Background: an optimization exercise with open tools, aiming at small area. Do not read the settings as production practice.
Only simulation tests tie the RTL to the original design; equivalence was not proved.
Power is estimated from default activity; no workload was simulated.

<file path="config.mk">
export PLATFORM = sky130hd
export DESIGN_NAME = risc
export DESIGN_NICKNAME = risc
export VERILOG_FILES = /design/flow/design.v
export SDC_FILE = /design/flow/constraint.sdc
export NUM_CORES = 4
export LEC_CHECK = 0
export CAP_MARGIN = 0
export CORE_MARGIN = 2
export CORE_UTILIZATION = 40
export SLEW_MARGIN = 0
</file>
<file path="constraint.sdc">
create_clock -name core_clock -period 10.0 [get_ports {clk}]
set_input_delay 2.0000 -clock core_clock [delete_from_list [all_inputs] [get_ports {clk}]]
set_output_delay 2.0000 -clock core_clock [all_outputs]
set_load 0.01 [all_outputs]
</file>
<file path="design.v">
module risc(clk, reset, mem_addr, mem_wdata, mem_rdata, mem_read, mem_write,
            rg0, rg1, rg2, rg3, rg4, rg5, rg6, rg7);
input clk, reset;
output [15:0] mem_addr, mem_wdata;
input  [15:0] mem_rdata;
output mem_read, mem_write;
output reg [15:0] rg0, rg1, rg2, rg3, rg4, rg5, rg6, rg7;
localparam P_RST = 3'd0, P_FET = 3'd1, P_DEC = 3'd2, P_E1 = 3'd3,
           P_E2  = 3'd4, P_E3  = 3'd5, P_E2L = 3'd6;
reg [2:0]  ph;
reg [2:0]  aq;
reg [15:0] ir;
reg [15:0] t;
reg        cf, zf;
wire fet = ph == P_FET;
wire dec = ph == P_DEC;
wire e1  = ph == P_E1;
wire e2  = ph == P_E2;
wire e3  = ph == P_E3;
wire e2l = ph == P_E2L;
wire [3:0] op = ir[15:12];
wire [2:0] ra = ir[11:9];
wire [2:0] rb = ir[8:6];
wire [2:0] rc = ir[5:3];
wire [1:0] cz = ir[1:0];
wire o_add  = op == 4'b0000;
wire o_adi  = op == 4'b0001;
wire o_nand = op == 4'b0010;
wire o_lhi  = op == 4'b0011;
wire o_lw   = op == 4'b0100;
wire o_sw   = op == 4'b0101;
wire o_lm   = op == 4'b0110;
wire o_sm   = op == 4'b0111;
wire o_lmsm = op[3:1] == 3'b011;
wire o_j    = op[3:1] == 3'b100;
wire o_jal  = op == 4'b1000;
wire o_jlr  = op == 4'b1001;
wire o_beq  = op == 4'b1100;
wire [15:0] sext6 = {{10{ir[5]}}, ir[5:0]};
wire [15:0] sext9 = {{7{ir[8]}}, ir[8:0]};
wire [7:0] msk = ir[7:0];
wire [8:0] mlow;
assign mlow[0] = 1'b0;
genvar m;
generate for (m = 0; m < 8; m = m + 1) begin : g_msk
  assign mlow[m+1] = mlow[m] | msk[m];
end endgenerate
wire       m_any = mlow[8];
reg  [2:0] m_idx;
always @(*) begin
  casez (msk)
    8'b???????1: m_idx = 3'd0;
    8'b??????10: m_idx = 3'd1;
    8'b?????100: m_idx = 3'd2;
    8'b????1000: m_idx = 3'd3;
    8'b???10000: m_idx = 3'd4;
    8'b??100000: m_idx = 3'd5;
    8'b?1000000: m_idx = 3'd6;
    default:     m_idx = 3'd7;
  endcase
end
wire cond_ok = (cz == 2'b00) | (cz == 2'b10 & cf) | (cz == 2'b01 & zf);
wire dec_go  = ((o_add | o_nand) & cond_ok) | o_adi | o_lhi | o_lw | o_sw |
               o_lmsm | o_j | o_beq;
wire beq_taken;
reg [2:0] nph;
always @(*) begin
  case (ph)
    P_RST: nph = P_FET;
    P_FET: nph = P_DEC;
    P_DEC: nph = dec_go ? P_E1 : P_FET;
    P_E1:  nph = o_lmsm ? (m_any ? P_E2 : P_E2L) :
                 (o_add | o_lw | o_sw | o_beq | o_j) ? P_E2 : P_FET;
    P_E2:  nph = o_lmsm ? (m_any ? P_E2 : P_E2L) :
                 beq_taken ? P_E3 : P_FET;
    default: nph = P_FET;
  endcase
end
wire [3:0] n_op = mem_rdata[15:12];
reg  [2:0] na;
always @(*) begin
  na = 3'd7;
  if (nph == P_FET)
    na = 3'd7;
  else if (fet)
    na = (n_op == 4'b1100) ? mem_rdata[11:9] : mem_rdata[8:6];
  else if (dec)
    na = (o_lhi | o_beq) ? rb : o_j ? 3'd7 : ra;
  else if (e1)
    na = o_lmsm ? m_idx : o_jlr ? rb : o_jal ? 3'd7 : ra;
  else if (e2)
    na = o_lmsm ? m_idx : 3'd7;
end
always @(posedge clk) aq <= na;
wire [2:0] aaddr = aq;
reg [15:0] pa;
always @(*) begin
  case (aaddr)
    3'd0: pa = rg0;
    3'd1: pa = rg1;
    3'd2: pa = rg2;
    3'd3: pa = rg3;
    3'd4: pa = rg4;
    3'd5: pa = rg5;
    3'd6: pa = rg6;
    default: pa = rg7;
  endcase
end
wire [3:0] nop = mem_rdata[15:12];
wire n_adi_lw_sw = nop == 4'b0001 || nop == 4'b0100 || nop == 4'b0101;
wire n_beq       = nop == 4'b1100;
reg a_t, b_t, b_imm, cin;
always @(posedge clk) begin
  a_t     <= (dec & (o_adi | o_lw | o_sw)) | (e1 & (o_add | o_lw | o_sw | o_beq)) |
             ((e1 | e2) & o_lmsm);
  b_t     <= dec & (((o_add | o_nand) & cond_ok) | o_beq);
  b_imm   <= (fet & n_adi_lw_sw) | (e1 & o_jal) | (e2 & beq_taken);
  cin     <= (nph == P_FET) | (dec & o_beq) | ((e1 | e2) & o_lmsm & m_any);
end
wire [15:0] a = a_t ? t : pa;
wire [15:0] b = ({16{b_t}} & t) | ({16{b_imm}} & sext6);
wire [16:0] c;
wire [15:0] sum;
assign c[0] = cin;
genvar i;
generate for (i = 0; i < 16; i = i + 1) begin : g_add
  assign sum[i]  = a[i] ^ b[i] ^ c[i];
  assign c[i+1]  = (a[i] & b[i]) | (c[i] & (a[i] ^ b[i]));
end endgenerate
wire [15:0] nandv = ~(pa & (t | {16{~b_t}}));
wire nand_op = (dec & o_beq) | (e1 & o_nand);
wire [15:0] y = nand_op ? nandv : sum;
wire z15  = ~|a[14:0];
wire a15  = a[15];
wire r2s  = b[15] ^ (e1 & o_beq);
wire fcar = (a15 == r2s) ? a15 : ~y[15];
assign beq_taken = o_beq & z15 & ~a15;
assign mem_addr  = a;
assign mem_wdata = pa;
assign mem_read  = fet | (e1 & (o_lhi | o_lw | o_lmsm)) | ((e2 | e2l) & o_lm);
assign mem_write = e2 & (o_sw | o_sm);
wire wen = fet | (e1 & (o_adi | o_lhi | o_lw | o_nand | o_j)) |
           (e2 & (o_add | o_lm | o_j)) | e3;
reg [2:0] waddr;
always @(*) begin
  waddr = 3'd7;
  if (e1)
    waddr = o_nand ? rc : ra;
  else if (e2)
    waddr = o_add ? rc : o_lm ? aq : 3'd7;
end
wire wd_m = reset & ((e1 & o_lw) | (e2 & o_lm));
wire wd_s = reset & e1 & o_lhi;
wire wd_y = reset & ~((e1 & (o_lw | o_lhi)) | (e2 & o_lm));
wire [15:0] wdg = ({16{wd_m}} & mem_rdata) | ({16{wd_s}} & sext9) | ({16{wd_y}} & y);
wire [7:0] we;
genvar k;
generate for (k = 0; k < 8; k = k + 1) begin : g_we
  assign we[k] = ~reset | (wen & waddr == k);
end endgenerate
always @(posedge clk) begin
  if (we[0]) rg0 <= wdg;
  if (we[1]) rg1 <= wdg;
  if (we[2]) rg2 <= wdg;
  if (we[3]) rg3 <= wdg;
  if (we[4]) rg4 <= wdg;
  if (we[5]) rg5 <= wdg;
  if (we[6]) rg6 <= wdg;
  if (we[7]) rg7 <= wdg;
end
always @(posedge clk) t <= y;
always @(posedge clk) begin
  if (fet)
    ir <= mem_rdata;
  else if ((e1 | e2) & o_lmsm)
    ir[7:0] <= msk & mlow[7:0];
end
wire add_go = dec & o_add & cond_ok;
wire cf_en  = ~reset | add_go | (dec & (o_lw | o_adi)) | (e1 & o_beq);
wire cf_d   = reset & (add_go ? a15 : ~(dec & o_lw) & fcar);
wire zf_en  = ~reset | add_go | (dec & o_lw) | (e1 & o_adi) | (e2 & o_beq);
wire zf_d   = reset & z15 & (~a15 | add_go);
always @(posedge clk) begin
  if (cf_en) cf <= cf_d;
  if (zf_en) zf <= zf_d;
end
always @(posedge clk) begin
  if (!reset)
    ph <= P_RST;
  else
    ph <= nph;
end
endmodule
</file>
<file path="flow/run.sh">
#!/bin/bash
# The standard layout (standard.sh) with these changes to how the layout
# is made:
#  - synthesis: synth_recipe.tcl unchanged, except that ABC maps the logic with
#    the smallest result of the area scripts flow/area*.abc; see
#    flow/area_synth.tcl;
#  - each port gets a buf_1 as its port buffer;
#  - CTS uses clkbuf_8 cells and no dummy loads.
# make's output goes to standard.log; ORFS's per-step logs stay under orfs/logs.
set -euo pipefail
WORK=$(pwd)
export AREA_ABC_DIR=$WORK/flow
export FLOW_SYNTH_TCL=$WORK/synth_recipe.tcl
export BUFFER_PORTS_ARGS="-buffer_cell sky130_fd_sc_hd__buf_1"
export CTS_ARGS="-sink_clustering_enable -repair_clock_nets -dont_use_dummy_load -buf_list sky130_fd_sc_hd__clkbuf_8"
sed "s|SYNTH_SCRIPT=[^ ]*|SYNTH_SCRIPT=$WORK/flow/area_synth.tcl|" standard.sh > my_standard.sh
grep -q "SYNTH_SCRIPT=$WORK/flow/area_synth.tcl" my_standard.sh
bash my_standard.sh > standard.log 2>&1
</file>
<file path="flow/area1.abc">
strash
dc2
dch -f
map -a
strash
dc2
dch -f
map -a
strash
dch -f
amap
</file>
<file path="flow/area2.abc">
strash
dch -f
amap
</file>
<file path="flow/area3.abc">
strash
dc2
dc2
dch -f
map -a
strash
dch -f
amap
</file>
<file path="flow/area4.abc">
strash
balance
dc2
dch -f
map -a
strash
balance
dc2
dch -f
amap
</file>
<file path="flow/area5.abc">
strash
rewrite
refactor
balance
dch -f
map -a
strash
dch -f
amap
</file>
<file path="flow/area6.abc">
strash
dc2
dch -f
amap
strash
dc2
dch -f
amap
</file>
<file path="flow/area_synth.tcl">
# The standard flow's synthesis script (synth_recipe.tcl, sourced unchanged) with one
# change: ABC's technology mapping runs each area-oriented script in
# flow/area*.abc in place of ORFS's script and keeps the smallest result.
# Registers are mapped before ABC runs, so they are exactly the standard
# synthesis's; only the combinational mapping differs.
proc abc {args} {
  set i [lsearch -exact $args -script]
  set l [lsearch -exact $args -liberty]
  set lib [lindex $args [expr { $l + 1 }]]
  yosys design -save my_pre_abc
  set best_area ""
  set best_script ""
  foreach script [lsort [glob $::env(AREA_ABC_DIR)/area*.abc]] {
    yosys design -load my_pre_abc
    lset args [expr { $i + 1 }] $script
    yosys abc {*}$args
    set report [tee -q -s result.string stat -liberty $lib]
    if { ![regexp {Chip area for module '[^']*': ([0-9.]+)} $report -> area] } {
      error "no area in stat report"
    }
    puts "area script [file tail $script]: $area"
    if { $best_area eq "" || $area < $best_area } {
      set best_area $area
      set best_script $script
      yosys design -save my_best_abc
    }
  }
  puts "area script chosen: [file tail $best_script] ($best_area)"
  yosys design -load my_best_abc
}
source $::env(FLOW_SYNTH_TCL)
</file>
<file path="standard.sh">
#!/bin/bash
# synth_recipe.tcl (not shown) runs the flow's synth.tcl, then flattens the netlist and writes it again
# the make line also repeats each setting of config.mk as NAME=value (left out here)
make -C /OpenROAD-flow-scripts/flow DESIGN_CONFIG=/design/flow/config.mk WORK_HOME=/design/flow/orfs CLKGATE_MAP_FILE= SYNTH_SCRIPT=/design/flow/synth_recipe.tcl "${@:-finish}"
</file>
==> summary.md, run 1 <==
| Metric | Value |
|---|---|
| Ports | between 150 and 200 |
| Max H-tree Level | 4 |
| Fin. max-slew vios | 0 |
| Number of distinct library cells after synthesis | 39 |
| GRT Util Overall | between 20% and 30% |
| Clk root buf | clkbuf_8 |
| CP max FO | 8 |
| Largest net degree at the start of global routing | 30 |
| Power Density | 221 nW/um2 |
| HP Class | flop to flop |
| Routed WL | 26000 um |
| IO Port Bufs | between 150 and 200 |
| DRC Markers | 0 |
| Post-synth top area share | 58.0% |
| Vias | 6503 |
| Iter 0 DRT Violations | 852 |
| CP Capture Type | flop |
| RSZ-0062 raised after global routing | false |
| Worst-Skew Late Latency | 460 ps |
| Most frequent cell after synthesis | edfxtp_1 |
| Max IR drop VDD | around 96 uV |
| Nets | 855 |
| Synth Instances | approximately 600 |
| Setup CP Type | flop to flop |
| Hpwl dp | 19200 um |
| Share of layout cells above drive strength 1 | 6.34% |
| Clk buf depth | 2 |
| CTS tree | built |
| TritonCTS sink count | 172 |
| Critical Path AT | 9470 ps |
| Reg-to-reg slack, setup | 650 ps |
| Most used cell, CP | fa_1 |
| Req. time, crit path | ~10000 ps |
| Area contributors post-synth | edfxtp_1, dfxtp_1, fa_1 |
| Total gr overflow | 0 |
| # diodes | 0 |
| Core Region | 18600 um2 |
| Vias per inst | just over 6 |
| Synthesized area | 7560 um2 |
| Synthesized area per cell | 12.5 um2 |
| Status | complete, no violations |
| Syn_nets | around 640 |
| Initial antenna violation count | 0 |
| CP max-delay cell | o21ai_0 |
| Worst-Margin Slew | 905 ps |
| Row count | 50 |
| Final ANT Viol Nets | 0 |
| Layout area overhead | 18.6% |
| Postcts setup bufs | 0 |
| Hold Slack | 591 ps |
| Vias in the first global route | about 6400 |
| Wirelength per Cell | about 25 um |
| Post_cts resized | 0 |
| RD Place Congestion | 0.944 |
| DIE HEIGHT | between 100 and 150 um |
| Seq/Total Area, Yosys | 64.8% |
| Die area | 20000 um2 |
| Synth warn | 1 |
| Fmax | between 0.1 and 0.15 GHz |
| Top post-synthesis cells by count | edfxtp_1, clkinv_1, nor2_1 |
| Cell taking the most area after synthesis | edfxtp_1 |
| TritonCTS Buffers | 17 |
| Worst Clk Skew | between 30 and 40 ps |
| Post-layout util | 48.1% |
| Final Hold Vio Count | 0 |
| Dominant synthesized flop cell | edfxtp_1 |
| Crit share post-route | 93.5% |
| Die W | 142 um |
| Fill count | 1744 |
| Fin cells | around 1100 |
| Asr flop ratio synth | 0% |
| Critical Path Start Type | flop |
| CTS clk-pin slew, worst paths | 90 ps |
| Final TNS setup | 0 ps |
| Leakage | around 3 nW |
| Post-synth EDFFs | between 100 and 150 |
| Hold Path Cell Cnt | 3 |
| First-pass GRT wire length | 38200 um |
| Rel. slew slack | 39.7% |
| # hold bufs at CTS | 0 |
| First-pass detailed-route iteration total | 6 |
| # setup viols final | 0 |
| Tmin final | just over 9000 ps |
| Number of max-cap violations | 0 |
| Flops & latches, synth | 172 |
| Placed insts | 1037 |
| Initial core utilization | 40.6% |
| Worst path max stage delay | 650 ps |
| Register-to-Register Path Depth | 27 |
## stage by stage
step	instance area [um2]	setup WS (ps)	total power, mW
floorplan	7560	1330	1.37
global placement	8740	1090	1.62
detailed placement	8740	654	1.62
CTS	8970	622	1.98
global route	8970	61.9	2.08
finish	8970	649	1.99
## routing by layer
| metal | GRT usage [%] | vias up | wire (um) |
|---|---|---|---|
| li1 | - | 2809 | - |
| met1 | 34.3 | 3183 | 10100 |
| met2 | 40.1 | 441 | 12000 |
| met3 | 6.51 | 70 | 2840 |
| met4 | 12.5 | 0 | 1060 |
| met5 | 0 | - | 0 |
## area by class of cell
type	count	area, um2	area share [%]
multi-input cells	358	2440	27.2
well taps	234	293	3.26
repair buffers	200	830	9.25
clock buffers	17	234	2.61
flip-flops and latches	172	4900	54.7
inverters	73	274	3.05
## sequential cells by signal (all words and copies together), names as in the netlist, 3 cells and up
signal and count:
rg1 16, rg0 16, t 16, rg6 16
rg5 16, aq 3, rg2 16, ph 3
ir 16, rg4 16, rg7 16, rg3 16
## worst max-delay path: cells and delay by family (launching register included)
family	cells	cell delay (ps)
fa+ha+maj	15	6250
compound gates	7	1920
flops	1	370
buf+inv	3	320
simple gates	2	170
## cells in the final DEF, fill, tap and decap left out, types with 17 or more instances in the layout
| cell | netlist | layout |
|---|---|---|
| a21oi_1 | 18 | 18 |
| nor2_1 | 73 | 73 |
| o21ai_0 | 36 | 28 |
| o22ai_1 | 24 | 24 |
| clkbuf_8 | 0 | 17 |
| clkinv_1 | 73 | 73 |
| edfxtp_1 | 146 | 146 |
| nand2_1 | 40 | 40 |
| dfxtp_1 | 26 | 26 |
| buf_1 | 0 | 179 |
| a222oi_1 | 21 | 21 |
| buf_4 | 1 | 21 |
## path summary, 6_finish.rpt
| path | startpoint | end |
|---|---|---|
| worst max register to register | aq[2]$_SDFF_PP1_ | rg1[15]$_DFFE_PP_ |
| worst min-delay path | t[14]$_DFF_P_ | t[14]$_DFF_P_ |
| worst min register to register | t[14]$_DFF_P_ | t[14]$_DFF_P_ |
| worst max-delay path | aq[2]$_SDFF_PP1_ | rg1[15]$_DFFE_PP_ |
## cells by family after synthesis
logic type               count (synthesis)  share of synthesized area [%]
buffers and inverters                   74                           3.72
AND/OR/NAND/NOR                        157                           8.85
flip-flops                             172                           64.8
AO/OA/AOI/OAI                          186                           18.6
adder cells (fa/ha/maj)                 15                           3.97
## report_power, final
part,internal [mW],switching (mW)
logic,0.177,0.398
registers,0.961,0.0866
clock network,0.150,0.215
total,1.29,0.699
==> run 2: changes to the inputs <==
--- a/config.mk
+++ b/config.mk
@@ -7,5 +7,5 @@
 export LEC_CHECK = 0
 export CAP_MARGIN = 0
 export CORE_MARGIN = 2
-export CORE_UTILIZATION = 40
+export CORE_UTILIZATION = 60
 export SLEW_MARGIN = 0
==> run 2 against run 1 <==
Net effect:
- highest routed layer unchanged
- area after synthesis is the same
- die area shrank 32%
- global-route usage grew 12 points
- non-clock buffer count shrank 1
- sequential power is essentially flat
- clock power shrank 1%
- cell count shrank 6.0%
- routed wire length shrank 3.3%
- first-iteration DRC count grew 15%
- largest power group unchanged
==> summary.md, run 2 <==
| Metric | Value |
|---|---|
| Status | complete, no violations |
| Post_cts resized | 0 (unchanged) |
| RSZ-0062 raised after global routing | false |
| Flops & latches, synth | 172 (unchanged) |
| Hold Path Cell Cnt | 3 (unchanged) |
| Reg2Reg Launch Point | aq[2]$_SDFF_PP1_ |
| First-pass GRT wire length | 36400 um (-4.7%) |
| Fill count | 905 (-48%) |
| Worst hold path endpoint | t[14]$_DFF_P_ |
| TritonCTS sink count | 172 (unchanged) |
| Postcts setup bufs | 0 (unchanged) |
| Row count | 41 (-18%) |
| Most common cell after layout, fill and taps aside | buf_1 |
| Most frequent cells in the layout | buf_1, edfxtp_1, clkinv_1, nor2_1, nand2_1 |
| Wirelength per Cell | 25.4 um (+2.9%) |
| HP Class | flop to flop |
| Int Pwr | 1.29 mW (about the same) |
| CTS tree | built |
| Vias per inst | 6.75 (+9.4%) |
| Total gr overflow | 0 (unchanged) |
| Critical Path Start Type | flop |
| Fin. max-slew vios | 0 (unchanged) |
| CP Capture Type | flop |
| Number of distinct library cells after synthesis | 39 (unchanged) |
| Iter 0 DRT Violations | 983 (+15%) |
| Power Density | 222 nW/um2 (+0.35%) |
| FF+latch area | 4900 um2 (unchanged) |
| DRC Markers | 0 (unchanged) |
| Clock power frac | 18.2% (-0.2 points) |
| Die area | 13500 um2 (-32%) |
| Critical Path AT | 9640 ps (+170 ps) |
| Hpwl dp | 17700 um (-7.5%) |
| Synth Instances | 604 (unchanged) |
| GRT Util Overall | 37.8% (+12 points) |
| Vias in the first global route | 6368 (-0.39%) |
| Req. time, crit path | 10130 ps (about the same) |
| Number of max-cap violations | 0 (unchanged) |
| Clk buf depth | 2 (unchanged) |
| Core Region | 12500 um2 (-33%) |
| Final TNS setup | 0 ps (unchanged) |
| Net Sw Frac | 34.8% (-0.39 points) |
| Largest net degree at the start of global routing | 30 (unchanged) |
| CP delay by family, top | adder cells |
| Initial core utilization | 60.7% (+20 points) |
| Rel. slew slack | 11.8% (-28 points) |
| Hold Slack | 598 ps (+7.03 ps) |
| Max H-tree Level | 4 (unchanged) |
| Post-synth EDFFs | 146 (unchanged) |
| Syn_nets | 637 (unchanged) |
| Register-to-Register Path Depth | 27 (unchanged) |
| Area contributors post-synth | edfxtp_1, dfxtp_1, fa_1 |
| WP buf/inv | 3 (unchanged) |
| # setup viols final | 0 (unchanged) |
| R2R Path End | rg7[15]$_DFFE_PP_ |
| Leakage | 3.02 nW (-0.16%) |
| Synthesized area | 7560 um2 (unchanged) |
| Fmax | 0.105 GHz (-1.7%) |
| Net switching power figure | 0.687 mW (-1.7%) |
| RD Place Congestion | 0.961 (+1.8%) |
| Hold path startpoint | t[14]$_DFF_P_ |
| Seq/Total Area, Yosys | 64.8% (unchanged) |
| Area occupied by multi-input gates | 2440 um2 (unchanged) |
| Worst path max stage delay | 720 ps (+70 ps) |
| Worst Clk Skew | 25.5 ps (-8.33 ps) |
| Asr flop ratio synth | 0% (unchanged) |
| Crit share post-route | 95.1% (+1.6 points) |
| Reg-to-reg slack, setup | 490 ps (-160 ps) |
| CTS clk-pin slew, worst paths | 80 ps (about the same) |
| Ports | 180 (unchanged) |
| Post-Place Cell Area | 8650 um2 (-0.97%) |
| Synth warn | 1 (unchanged) |
| Post-layout util | 71.3% (+23 points) |
| Max IR drop VDD | 160 uV (+68%) |
| Sequential Power Share | 52.9% (+0.2 points) |
| Initial antenna violation count | 0 (unchanged) |
| IO Port Bufs | 179 (unchanged) |
| Dominant synthesized flop cell | edfxtp_1 |
| Clk root buf | clkbuf_8 |
| Top post-synthesis cells by count | edfxtp_1, clkinv_1, nor2_1 |
| Worst-Margin Slew | 1320 ps (+418 ps) |
| Synthesized area per cell | 12.5 um2 (unchanged) |
| Final worst slack | 490 ps (-158 ps) |
| Stages on the worst setup path | 27 (unchanged) |
| CP max-delay cell | o21ai_0 |
| # hold bufs at CTS | 0 (unchanged) |
| # diodes | 0 (unchanged) |
| Gate power share | 28.9% (about the same) |
| Most used cell, CP | fa_1 |
| Routed WL | 25200 um (-3.3%) |
| Nets | 854 (-0.12%) |
| Most frequent cell after synthesis | edfxtp_1 |
| Worst-Skew Late Latency | 460 ps (about the same) |
| Cell taking the most area after synthesis | edfxtp_1 |
| Die W | 116 um (-18%) |
| Layout area overhead | 17.5% |
| Post-synth top area share | 58.0% (unchanged) |
| DIE HEIGHT | 116 um (-18%) |
| TritonCTS Buffers | 17 (unchanged) |
| First-pass detailed-route iteration total | 6 (unchanged) |
| Final Hold Vio Count | 0 (unchanged) |
| Tmin final | 9510 ps (+158 ps) |
| Vias | 6691 (+2.9%) |
| Design area | 8890 um2 (-0.95%) |
| Final ANT Viol Nets | 0 (unchanged) |
| Share of layout cells above drive strength 1 | 6.23% (-0.11 points) |
| Setup WS pre-CTS | 625 ps (-28.9 ps) |
| CP max FO | 8 (unchanged) |
| Setup CP Type | flop to flop |
-- run 2: worst max path at each step --
stage | startpoint | to | slack, ps
2_1_floorplan | aq[2]$_SDFF_PP1_ | rg0[15]$_DFFE_PP_ | 1330
3_3_place_gp | aq[2]$_SDFF_PP1_ | rg1[15]$_DFFE_PP_ | 1000
3_5_place_dp | aq[2]$_SDFF_PP1_ | rg7[15]$_DFFE_PP_ | 630
4_1_cts | aq[2]$_SDFF_PP1_ | rg5[15]$_DFFE_PP_ | 530
5_1_grt | aq[2]$_SDFF_PP1_ | rg7[15]$_DFFE_PP_ | 90
6_report | aq[2]$_SDFF_PP1_ | rg7[15]$_DFFE_PP_ | 490
-- run 2: cell type report --
type / instances / area share (%)
tap: 172 / 2.42
timing repair buffer: 199 / 9.25
clock buffer: 17 / 2.63
multi-input combinational: 358 / 27.4
inverter: 73 / 3.08
sequential: 172 / 55.2
-- run 2: worst reg2reg max path: cells and delay by family (launching register included) --
family	cells	cell delay, ps
flops	1	390
fa+ha+maj	15	6300
compound gates	7	1970
simple gates	2	170
buf+inv	3	340
-- run 2: layer usage --
layer	vias up	track usage, %	wire length [um]
met5	-	0	0
met2	531	61.4	12100
met4	0	20.2	1120
met3	90	10.2	2900
li1	2813	-	-
met1	3257	46.8	9030
-- run 2: stage by stage --
step           total power, mW  instances
2_1_floorplan             1.37        604
3_3_place_gp              1.59        974
3_5_place_dp              1.61        974
4_1_cts                   1.96        991
5_1_grt                   2.05        991
6_report                  1.98        991
-- run 2: cell families after synthesis --
| group | synth area share [%] |
|---|---|
| AO/OA/AOI/OAI | 18.6 |
| adder cells (fa/ha/maj) | 3.97 |
| buffers and inverters | 3.72 |
| flip-flops | 64.8 |
| AND/OR/NAND/NOR | 8.85 |
-- run 2: power groups by stage --
stage	clock (mW)	sequential, mW	combinational (mW)
floorplan	0	1.09	0.279
global placement	0	1.05	0.545
detailed placement	0	1.06	0.554
CTS	0.360	1.04	0.558
global route	0.384	1.06	0.611
finish	0.360	1.05	0.571
==> run 3: changes to the inputs <==
--- a/flow/run.sh
+++ b/flow/run.sh
@@ -4,6 +4,8 @@
 #  - synthesis: synth_recipe.tcl unchanged, except that ABC maps the logic with
 #    the smallest result of the area scripts flow/area*.abc; see
 #    flow/area_synth.tcl;
+#  - timing-driven global placement keeps none of its trial resizer changes
+#    (repair_design after placement does the buffering);
 #  - each port gets a buf_1 as its port buffer;
 #  - CTS uses clkbuf_8 cells and no dummy loads.
 # make's output goes to standard.log; ORFS's per-step logs stay under orfs/logs.
@@ -11,6 +13,7 @@
 WORK=$(pwd)
 export AREA_ABC_DIR=$WORK/flow
 export FLOW_SYNTH_TCL=$WORK/synth_recipe.tcl
+export GPL_KEEP_OVERFLOW=0
 export BUFFER_PORTS_ARGS="-buffer_cell sky130_fd_sc_hd__buf_1"
 export CTS_ARGS="-sink_clustering_enable -repair_clock_nets -dont_use_dummy_load -buf_list sky130_fd_sc_hd__clkbuf_8"
 sed "s|SYNTH_SCRIPT=[^ ]*|SYNTH_SCRIPT=$WORK/flow/area_synth.tcl|" standard.sh > my_standard.sh
--- a/config.mk
+++ b/config.mk
@@ -7,5 +7,5 @@
 export LEC_CHECK = 0
 export CAP_MARGIN = 0
 export CORE_MARGIN = 2
-export CORE_UTILIZATION = 60
+export CORE_UTILIZATION = 40
 export SLEW_MARGIN = 0
==> run 3 against run 2 <==
Net effect:
- worst setup slack better by 15 ps
- clock skew grew 11 ps
- fmax increased by 0.16%
- utilization decreased by 23 points
- count of clock-buffer cells in the layout is the same
- cell count is 5.8% higher
- flip-flop and latch count did not move
- area after synthesis unchanged
- cell area grew 1.8%
- total power rose by 1.5%
- routed wire length up 6.9%
- largest cell class unchanged
==> summary.md, run 3 <==
| Metric | Value |
|---|---|
| HP Class | flop to flop |
| Dominant synthesized flop cell | edfxtp_1 |
| Max H-tree Level | 4 (unchanged) |
| Tmin final | 9490 ps (-15.0 ps) |
| Total gr overflow | 0 (unchanged) |
| CTS clk-pin slew, worst paths | 80 ps (about the same) |
| Vias in the first global route | 6374 (+0.094%) |
| Fill count | 1725 (+91%) |
| Post_cts resized | 0 (unchanged) |
| Worst-Skew Late Latency | 480 ps (+20 ps) |
| Post-synth EDFFs | 146 (unchanged) |
| Fmax | 0.105 GHz (+0.16%) |
| Wirelength per Cell | 25.7 um (+1.1%) |
| Most frequent cells in the layout | buf_1, edfxtp_1, clkinv_1 |
| CTS tree | built |
| First-pass detailed-route iteration total | 5 (-1) |
| Nets | 849 (-0.59%) |
| Critical Path AT | 9640 ps (about the same) |
| Iter 0 DRT Violations | 1011 (+2.8%) |
| DRC Markers | 0 (unchanged) |
| Initial core utilization | 40.6% (-20 points) |
| GRT Util Overall | 26.6% (-11 points) |
| Asr flop ratio synth | 0% (unchanged) |
| Area contributors post-synth | edfxtp_1, dfxtp_1, fa_1 |
| Final Hold Vio Count | 0 (unchanged) |
| Number of max-cap violations | 0 (unchanged) |
| IO Port Bufs | 179 (unchanged) |
| First-pass GRT wire length | 39200 um (+7.6%) |
| Fin. max-slew vios | 0 (unchanged) |
| Clk root buf | clkbuf_8 |
| Setup CP Type | flop to flop |
| Crit share post-route | 94.9% (-0.15 points) |
| Clk buf depth | 2 (unchanged) |
| # hold bufs at CTS | 0 (unchanged) |
| TritonCTS Buffers | 17 (unchanged) |
| Number of distinct library cells after synthesis | 39 (unchanged) |
| Reg-to-reg slack, setup | 510 ps (about the same) |
| CP max FO | 9 (+1) |
| Synthesized area per cell | 12.5 um2 (unchanged) |
| Postcts setup bufs | 0 (unchanged) |
| Share of layout cells above drive strength 1 | 5.90% (-0.33 points) |
| Post-synth top area share | 58.0% (unchanged) |
| Die area | 20000 um2 (+48%) |
| R2R Path End | rg2[14]$_DFFE_PP_ |
| Flops & latches, synth | 172 (unchanged) |
| Cell taking the most area after synthesis | edfxtp_1 |
| Initial antenna violation count | 0 (unchanged) |
| Hpwl dp | 19500 um (+10%) |
| Status | complete, no violations |
| Leakage | 3.04 nW (+0.57%) |
| Synthesized area | 7560 um2 (unchanged) |
| RSZ-0062 raised after global routing | false |
| # setup viols final | 0 (unchanged) |
| Synth Instances | 604 (unchanged) |
| Most common cell after layout, fill and taps aside | buf_1 |
| Most frequent cell after synthesis | edfxtp_1 |
| TritonCTS sink count | 172 (unchanged) |
| Row count | 50 (+22%) |
| Routed WL | 26900 um (+6.9%) |
| DIE HEIGHT | 142 um (+22%) |
| Synth warn | 1 (unchanged) |
| Syn_nets | 637 (unchanged) |
| Final ANT Viol Nets | 0 (unchanged) |
| RD Place Congestion | 0.959 (-0.25%) |
| CP endpoint | rg2[14]$_DFFE_PP_ |
| # diodes | 0 (unchanged) |
| Power Density | 221 nW/um2 (-0.35%) |
| Reg2Reg Launch Point | aq[2]$_SDFF_PP1_ |
| Layout area overhead | 19.7% |
| Rel. slew slack | 7.47% (-4.3 points) |
| Die W | 142 um (+22%) |
| Worst-Margin Slew | 1380 ps (+59.9 ps) |
| Top post-synthesis cells by count | edfxtp_1, clkinv_1, nor2_1 |
| Worst Clk Skew | 36.8 ps (+11.2 ps) |
| Largest net degree at the start of global routing | 31 (+3.3%) |
| Core Region | 18600 um2 (+50%) |
| CP Capture Type | flop |
| Vias per inst | 6.34 (-6.1%) |
| Ports | 180 (unchanged) |
| Post-layout util | 48.6% (-23 points) |
| Req. time, crit path | 10140 ps (about the same) |
| Max IR drop VDD | 103 uV (-36%) |
| Critical Path Start Type | flop |
| Crit path from | aq[2]$_SDFF_PP1_ |
| Vias | 6647 (-0.66%) |
| Seq/Total Area, Yosys | 64.8% (unchanged) |
| Final TNS setup | 0 ps (unchanged) |
| Register-to-Register Path Depth | 27 (unchanged) |
==> run 3: metrics by stage <==
stage / setup WS [ps] / power, mW / instances / hold slack [ps] / cell area [um2]
floorplan: 1330 / 1.37 / 604 / 544 / 7560
global placement: 742 / 1.61 / 1016 / 564 / 8520
detailed placement: 510 / 1.63 / 1030 / 571 / 8810
CTS: 459 / 1.99 / 1047 / 591 / 9040
global route: 17.0 / 2.09 / 1048 / 643 / 9050
finish: 505 / 2.00 / 1048 / 590 / 9050
==> run 3: critical path, cell delays in order, from the launching register on <==
cell and delay [ps]:
dfxtp_1 380, clkinv_1 180, nor3_2 160, buf_6 200, a22o_1 230, a221oi_1 200, nand2_1 80, a21oi_1 260
o22ai_1 210, fa_1 500, fa_1 440, fa_1 430, fa_1 430, fa_1 420, fa_1 430, fa_1 440
fa_1 430, fa_1 420, fa_1 430, fa_1 420, fa_1 420, fa_1 410, clkinv_1 70, fa_1 160
clkinv_1 80, fa_1 510, o32ai_1 100, o21ai_0 710
==> run 3: layer usage <==
layer	track usage [%]	vias up	part of all wire, %
met4	10.5	0	3.1
met2	41.8	526	46
met5	0	-	0
met3	6.99	58	12
li1	-	2803	-
met1	35.5	3260	39
==> run 3: logic make-up (layout without fill, tap and decap cells) <==
logic type | Yosys count | count (layout) | synth area share [%]
and+or+nand+nor | 157 | 157 | 8.85
DFF | 172 | 172 | 64.8
buffers and inverters | 74 | 284 | 3.72
adders and majority gates | 15 | 15 | 3.97
AOI/OAI and AO/OA | 186 | 186 | 18.6
==> run 3: final cells by class <==
class                           instances  area (um2)  area share, %
Sequential cell                       172        4900           54.2
Multi-Input combinational cell        358        2440           27.0
Timing Repair Buffer                  194         903           9.98
Tap cell                              234         293           3.23
Inverter                               73         274           3.03
Clock buffer                           17         234           2.59
==> run 3: worst min-delay path by stage <==
stage,from,to,slack [ps],depth (start not counted)
floorplan,t[14]$_DFF_P_,t[14]$_DFF_P_,540,3
global placement,t[14]$_DFF_P_,t[14]$_DFF_P_,560,3
detailed placement,t[14]$_DFF_P_,t[14]$_DFF_P_,570,3
CTS,t[14]$_DFF_P_,t[14]$_DFF_P_,590,3
global route,t[14]$_DFF_P_,t[14]$_DFF_P_,640,3
finish,t[14]$_DFF_P_,t[14]$_DFF_P_,590,3
==> run 3: power by group <==
group	leakage (nW)	switching, mW	internal, mW
Clock	0.122	0.224	0.150
Sequential	1.71	0.0923	0.962
Combinational	1.21	0.398	0.178
==> run 4: changes to the inputs <==
==> flow/run.sh (replaced) <==
#!/bin/bash
# The standard layout (standard.sh) with these changes to how the layout
# is made:
#  - synthesis: synth_recipe.tcl unchanged, except that ABC maps the logic with
#    the smallest result of the area scripts flow/area*.abc; see
#    flow/area_synth.tcl;
#  - buf_4 and larger plain buffers are not used (repair buffers with buf_1/2);
#  - each port gets a buf_1 as its port buffer;
#  - CTS uses clkbuf_8 cells and no dummy loads.
# make's output goes to standard.log; ORFS's per-step logs stay under orfs/logs.
set -euo pipefail
WORK=$(pwd)
export AREA_ABC_DIR=$WORK/flow
export FLOW_SYNTH_TCL=$WORK/synth_recipe.tcl
export DONT_USE_CELLS="sky130_fd_sc_hd__buf_4 sky130_fd_sc_hd__buf_6 sky130_fd_sc_hd__buf_8 sky130_fd_sc_hd__buf_12 sky130_fd_sc_hd__buf_16"
export BUFFER_PORTS_ARGS="-buffer_cell sky130_fd_sc_hd__buf_1"
export CTS_ARGS="-sink_clustering_enable -repair_clock_nets -dont_use_dummy_load -buf_list sky130_fd_sc_hd__clkbuf_8"
sed "s|SYNTH_SCRIPT=[^ ]*|SYNTH_SCRIPT=$WORK/flow/area_synth.tcl|" standard.sh > my_standard.sh
grep -q "SYNTH_SCRIPT=$WORK/flow/area_synth.tcl" my_standard.sh
bash my_standard.sh > standard.log 2>&1
==> run 4 against run 3 <==
Net effect:
- critical endpoint is now rg1[15]$_DFFE_PP_
- hold slack barely moved
- area after synthesis unchanged
- highest routed layer unchanged
- fmax increased by 1.5%
- via count down 2.2%
- clock power down 2%
- synthesized cell count unchanged
- total power decreased by 0.87%
- cell area is 0.87% lower
- cell count is 0.57% higher
- combinational power barely moved
- clock skew is 2.9 ps lower
==> summary.md, run 4 <==
| Metric | Value |
|---|---|
| TritonCTS sink count | 172 (unchanged) |
| CTS tree | built |
| RSZ-0062 raised after global routing | false |
| Crit path from | aq[2]$_SDFF_PP1_ |
| WP buf/inv | 3 (-1) |
| Top post-synthesis cells by count | edfxtp_1, clkinv_1, nor2_1 |
| RD Place Congestion | 0.944 (-1.5%) |
| Rel. slew slack | 39.7% (+32 points) |
| Worst path max stage delay | 650 ps (-60 ps) |
| Iter 0 DRT Violations | 852 (-16%) |
| Syn_nets | 637 (unchanged) |
| Share of layout cells above drive strength 1 | 6.34% (+0.44 points) |
| Tmin final | 9350 ps (-143 ps) |
| Power Density | 221 nW/um2 (about the same) |
| First-pass detailed-route iteration total | 6 (+1) |
| First-pass GRT wire length | 38200 um (-2.5%) |
| Fin cells | 1054 (+0.57%) |
| Int Pwr | 1.29 mW (-0.15%) |
| Die area | 20000 um2 (unchanged) |
| Worst Clk Skew | 33.9 ps (-2.90 ps) |
| Synth Instances | 604 (unchanged) |
| Gate power share | 28.9% (about the same) |
| Synthesized area | 7560 um2 (unchanged) |
| Reg2Reg Launch Point | aq[2]$_SDFF_PP1_ |
| Dominant synthesized flop cell | edfxtp_1 |
| Most frequent cells in the layout | buf_1, edfxtp_1, clkinv_1, nor2_1, nand2_1 |
| Core Region | 18600 um2 (unchanged) |
| Worst-Margin Slew | 905 ps (-478 ps) |
| Synthesized area per cell | 12.5 um2 (unchanged) |
| Max IR drop VDD | 95.7 uV (-7.2%) |
| DRC Markers | 0 (unchanged) |
| Layout area overhead | 18.6% |
| Final Hold Vio Count | 0 (unchanged) |
| Fill count | 1744 (+1.1%) |
| Flops & latches, synth | 172 (unchanged) |
| Clock power frac | 18.4% (-0.3 points) |
| Initial antenna violation count | 0 (unchanged) |
| Post_cts resized | 0 (unchanged) |
| Asr flop ratio synth | 0% (unchanged) |
| Number of max-cap violations | 0 (unchanged) |
| Final TNS setup | 0 ps (unchanged) |
| Die W | 142 um (unchanged) |
| Worst-Skew Late Latency | 460 ps (-20 ps) |
| Leakage | 3.03 nW (-0.41%) |
| Final ANT Viol Nets | 0 (unchanged) |
| Routed WL | 26000 um (-3.3%) |
| Crit share post-route | 93.5% (-1.4 points) |
| Setup CP Type | flop to flop |
| CP delay by family, top | adder cells |
| Hold path startpoint | t[14]$_DFF_P_ |
| Clk root buf | clkbuf_8 |
| # hold bufs at CTS | 0 (unchanged) |
| Post-synth top area share | 58.0% (unchanged) |
| Nets | 855 (+0.71%) |
| Net switching power figure | 0.699 mW (-2.2%) |
| Area contributors post-synth | edfxtp_1, dfxtp_1, fa_1 |
| Vias | 6503 (-2.2%) |
| DIE HEIGHT | 142 um (unchanged) |
| Vias in the first global route | 6393 (+0.30%) |
| CTS clk-pin slew, worst paths | 90 ps (about the same) |
| Vias per inst | 6.17 (-2.7%) |
| Seq/Total Area, Yosys | 64.8% (unchanged) |
| Cell taking the most area after synthesis | edfxtp_1 |
| Synth warn | 1 (unchanged) |
| Post-synth EDFFs | 146 (unchanged) |
| Status | complete, no violations |
| HP Class | flop to flop |
| # diodes | 0 (unchanged) |
| Postcts setup bufs | 0 (unchanged) |
| Req. time, crit path | 10120 ps (-20 ps) |
| Critical Path Start Type | flop |
| Ports | 180 (unchanged) |
| Row count | 50 (unchanged) |
| Placed insts | 1037 (+0.68%) |
| Number of distinct library cells after synthesis | 39 (unchanged) |
| Clk buf depth | 2 (unchanged) |
| Fmax | 0.107 GHz (+1.5%) |
| Hpwl dp | 19200 um (-1.8%) |
| GRT Util Overall | 25.9% (-0.72 points) |
| Most used cell, CP | fa_1 |
| CP Capture Type | flop |
| Critical Path AT | 9470 ps (-170 ps) |
| Fin. max-slew vios | 0 (unchanged) |
| IO Port Bufs | 179 (unchanged) |
| Most common cell after layout, fill and taps aside | buf_1 |
| CP max-delay cell | o21ai_0 |
| TritonCTS Buffers | 17 (unchanged) |
| Max H-tree Level | 4 (unchanged) |
| Sequential Power Share | 52.7% (about the same) |
| # setup viols final | 0 (unchanged) |
| Wirelength per Cell | 24.7 um (-3.8%) |
| Initial core utilization | 40.6% (unchanged) |
| Largest net degree at the start of global routing | 30 (-3.2%) |
| Total gr overflow | 0 (unchanged) |
| CP max FO | 8 (-1) |
| Most frequent cell after synthesis | edfxtp_1 |
| Net Sw Frac | 35.2% (-0.47 points) |
run 4: cell counts after synthesis:
No cell type changed its count.
run 4: final timing paths:
path | slack [ps] | endpoint | cells after the start
worst min register to register | 590 | t[14]$_DFF_P_ | 3
worst min-delay path | 590 | t[14]$_DFF_P_ | 3
worst max register to register | 650 | rg1[15]$_DFFE_PP_ | 27
worst max-delay path | 650 | rg1[15]$_DFFE_PP_ | 27
run 4: stage by stage:
stage	util [%]	instance area (um2)	hold slack [ps]	setup slack [ps]	power (mW)
2_1_floorplan	-	7560	544	1330	1.37
5_1_grt	48.1	8970	640	61.9	2.08
6_report	48.1	8970	591	649	1.99
3_5_place_dp	46.9	8740	576	654	1.62
4_1_cts	48.1	8970	592	622	1.98
3_3_place_gp	46.9	8740	566	1090	1.62
run 4: cell families after synthesis:
family	share of synthesized area, %
AO/OA/AOI/OAI	18.6
flip-flops	64.8
AND/OR/NAND/NOR	8.85
buffers and inverters	3.72
adder cells (fa/ha/maj)	3.97
run 4: worst min-delay path, cell delays in order, from the launching register on:
cell	delay [ps]
dfxtp_1	320
nor2_1	100
o32ai_1	100
clkinv_1	50
run 4: power by group through the flow:
stage                     sequential (mW)  combinational, mW  clock, mW
after floorplan                      1.09              0.279          0
after global placement               1.06              0.557          0
after detailed placement             1.06              0.564          0
after CTS                            1.05              0.567      0.370
after global routing                 1.06              0.618      0.397
final                                1.05              0.574      0.365
run 4: layout make-up:
class / instances / area, um2 / share of cell area [%]
Tap cell: 234 / 293 / 3.26
Multi-Input combinational cell: 358 / 2440 / 27.2
Sequential cell: 172 / 4900 / 54.7
Inverter: 73 / 274 / 3.05
Timing Repair Buffer: 200 / 830 / 9.25
Clock buffer: 17 / 234 / 2.61
run 4: per-layer routing:
| metal | up-vias | wire length, um | track usage [%] |
|---|---|---|---|
| met1 | 3183 | 10100 | 34.3 |
| met2 | 441 | 12000 | 40.1 |
| li1 | 2809 | - | - |
| met5 | - | 0 | 0 |
| met4 | 0 | 1060 | 12.5 |
| met3 | 70 | 2840 | 6.51 |

[what the ideal ports hide]
How much do the figures lean on ideal ports? The routed layouts below were timed once more, with nothing changed but the port constraints.
Step 1 (the two cells are an assumption about what drives the block):
set clk [get_ports {clk}]
set_driving_cell -lib_cell sky130_fd_sc_hd__clkbuf_16 $clk
set_driving_cell -lib_cell sky130_fd_sc_hd__buf_2 [delete_from_list [all_inputs] $clk]
Step 2 also shifts input and output timing later by t, the mid clock arrival at the registers, as if the neighbouring blocks saw the same clock.
a / b / c = no drivers / after step 1 / after step 2; a / b = the first two.
| run | shift t [ns] | setup slack, ns | clock arrival spread, ns |
|---|---|---|---|
| run 1 | 0.480 | 0.649 / 0.649 / 0.649 | 0.034 / 0.034 |
| run 2 | 0.490 | 0.490 / 0.490 / 0.490 | 0.026 / 0.026 |
| run 3 | 0.506 | 0.505 / 0.505 / 0.505 | 0.037 / 0.036 |
| run 4 | 0.480 | 0.649 / 0.649 / 0.649 | 0.034 / 0.034 |
After both steps setup and hold are still met in every run listed.
